From an optimization exercise on the open Yosys and OpenROAD flow, aimed at small area, a short achievable clock period and few clock cycles per item; shortcuts taken in it are not production practice. Function was checked by simulation only, so behaviour that the tests miss may differ from the original. No activity file was given, so power comes from the tool's default toggle rates.

==> v29: inputs <==
## mult32x32
module mult32x32 (
    input logic clk,             
    input logic reset,           
    input logic start,           
    input logic [31:0] a,        
    input logic [31:0] b,        
    output logic busy,           
    output logic [63:0] product  
);
export LEC_CHECK = 0
export CAP_MARGIN = 20
export CORE_MARGIN = 2
export CORE_UTILIZATION = 40
export SLEW_MARGIN = 20
export SYNTH_HIERARCHICAL = 1
export SYNTH_MINIMUM_KEEP_SIZE = 0
create_clock -name core_clock -period 12.0 [get_ports {clk}]
standard.sh (not shown) runs the stock make flow with config.mk's settings and CLKGATE_MAP_FILE= SYNTH_SCRIPT=/design/flow/synth_recipe.tcl, a recipe that flattens the netlist after the stock synthesis.
==> flow/flow/run.sh <==
#!/bin/bash
# Standard ORFS layout, with a plain buffer on each port and a tighter
# setup target for repair_timing.
set -euo pipefail
export BUFFER_PORTS_ARGS="-buffer_cell sky130_fd_sc_hd__buf_2"
export SETUP_SLACK_MARGIN=5
bash standard.sh > standard.log 2>&1
==> inputs of v28, as changes to v29 <==
Settings changed: CORE_UTILIZATION 40 to 60.
==> qor summary <==
quantity                                                                             v29                v28
Time the worst path needs with I/O delays and setup                             6.894 ns           6.996 ns
Switching Fraction                                                                0.5162             0.5234
Destination of the critical timing path                                arith.carry_q[36]  arith.carry_q[34]
Wirelength per Cell                                                             27.48 um           28.79 um
Final wirelength                                                              101,100 um          96,210 um
Power share of the combinational group                                             0.817              0.825
Highest clock frequency the design can meet                                   0.1451 GHz         0.1429 GHz
Arrival time of the worst setup path                                             7.08 ns            7.16 ns
Power dissipated in the clock network                                           0.513 mW           0.532 mW
Via Count                                                                         23,190             23,220
Max-Slew Margin vs Limit                                                          0.3391             0.3716
Vias in the first global route                                                    23,180             22,910
Final cell utilization of the core                                                0.4347             0.6373
Count of antenna diodes in the layout                                                  1                  0
PD cells                                                                    332.9 nW/um2       352.1 nW/um2
Max stage delay on crit path                                                     0.59 ns            0.58 ns
Register share of total power                                                      0.131              0.124
Die Footprint                                                                 71,940 um2         48,280 um2
Non-clk buf share                                                                0.03730            0.03531
Routed vias/inst                                                                   6.307              6.946
Antenna violations before repair                                                       3                  5
Count of buffering cells on the critical path with inverters included                  3                  4
Result of the run                                       no timing/DRC/antenna violations  no timing/DRC/antenna violations
Hpwl dp                                                                        76,940 um          72,690 um
Testbench counts of v29, summed over its fixed seeds: cycles 3,200, items 3,200.
Testbench counts of v28, summed over its fixed seeds: cycles 3,200, items 3,200.

* * *

==> inputs of run a <==
Another version of the RTL of mult32x32 (not shown whole).
// mult32x32
module mult32x32 (
    input logic clk,             
    input logic reset,           
    input logic start,           
    input logic [31:0] a,        
    input logic [31:0] b,        
    output logic busy,           
    output logic [63:0] product  
);
logic upd_prod;
mult32x32_arith arith(.clk(clk),
                      .reset(reset),
                      .a(a),
                      .b(b),
                      .upd_prod(upd_prod),
                      .product(product));
mult32x32_fsm fsm(.start(start),
                  .busy(busy),
                  .upd_prod(upd_prod));
endmodule
export LEC_CHECK = 0
export CAP_MARGIN = 20
export CORE_MARGIN = 2
export CORE_UTILIZATION = 40
export SLEW_MARGIN = 20
export SYNTH_HIERARCHICAL = 1
export SYNTH_MINIMUM_KEEP_SIZE = 0
create_clock -name core_clock -period 12.0 [get_ports {clk}]
==> flow/flow/run.sh <==
#!/bin/bash
# Standard ORFS layout, with a plain buffer on each port and a tighter
# setup target for repair_timing.
set -euo pipefail
export BUFFER_PORTS_ARGS="-buffer_cell sky130_fd_sc_hd__buf_2"
export SETUP_SLACK_MARGIN=5.25
bash standard.sh > standard.log 2>&1
==> inputs of run b, as changes to run a <==
==> flow/flow/run.sh (replaced) <==
#!/bin/bash
# Standard ORFS layout, with a plain buffer on each port and a tighter
# setup target for repair_timing.
set -euo pipefail
export BUFFER_PORTS_ARGS="-buffer_cell sky130_fd_sc_hd__buf_2"
export SETUP_SLACK_MARGIN=5.5
bash standard.sh > standard.log 2>&1
- TNS_END_PERCENT: unset -> 30
==> metrics.md <==
| Metric | Value |
|---|---|
| Status | finished clean |
| Worst hold slack | about 1.2 ns |
| Sw frac | 49.7% |
| Vias per cell | 6.42 |
| Critical path depth | 12 |
| Final period utilization | 55.1% |
| Critical Path AT | 6.81 ns |
| Final worst slack | 5.39 ns |
Source of the figures above: run a

==> metrics.md <==
| Metric | Value |
|---|---|
| Final period utilization | 53.7% |
| Crit path kind | in2reg |
| Status | finished clean |
| Combinational Power | 7.97 mW |
| Worst hold slack | 1.20 ns |
| Primary FF master, synth | edfxtp_1 |
| Vias per cell | 6.36 |
| Sw frac | 50.4% |
| Largest class | multi-input gates |
| Critical path depth | 11 |
| Layout sequential cell count | around 130 |
| Post-CTS setup buffers | 11 |
Source of the figures above: run b

Testbench counts of run a, summed over its fixed seeds: cycles 3,200, items 3,200.
Testbench counts of run b, summed over its fixed seeds: cycles 3,200, items 3,200.

afterwards: timing with drivers on the ports:
In the flow no input, the clock included, has a driving cell. The finished layouts below were timed again as built, in two steps. Step 1 (the two cells are an assumption about what drives the block):
set clk [get_ports {clk}]
set_driving_cell -lib_cell sky130_fd_sc_hd__clkbuf_16 $clk
set_driving_cell -lib_cell sky130_fd_sc_hd__buf_2 [delete_from_list [all_inputs] $clk]
Step 2 also shifts input and output timing later by t, the mid clock arrival at the registers, as if the neighbouring blocks saw the same clock. Slacks: ideal ports / drivers / drivers and shift; pairs: ideal ports / drivers.
| run | t, ns | setup slack, ns | worst hold slack (ns) |
|---|---|---|---|
| v29 | 0.504 | 5.106 / 5.142 / 4.638 | 0.819 / 0.819 / 0.819 |
| v28 | 0.490 | 5.004 / 5.045 / 4.555 | 1.083 / 1.083 / 1.083 |
| run a | 0.528 | 5.394 / 5.382 / 4.868 | 1.247 / 1.247 / 1.247 |
| run b | 0.503 | 5.557 / 5.572 / 5.081 | 1.205 / 1.205 / 1.205 |
After both steps every run listed still meets setup and hold. For run a, which loses most, drivers alone change the setup slack by -0.012 ns; drivers and shift together by -0.526 ns.
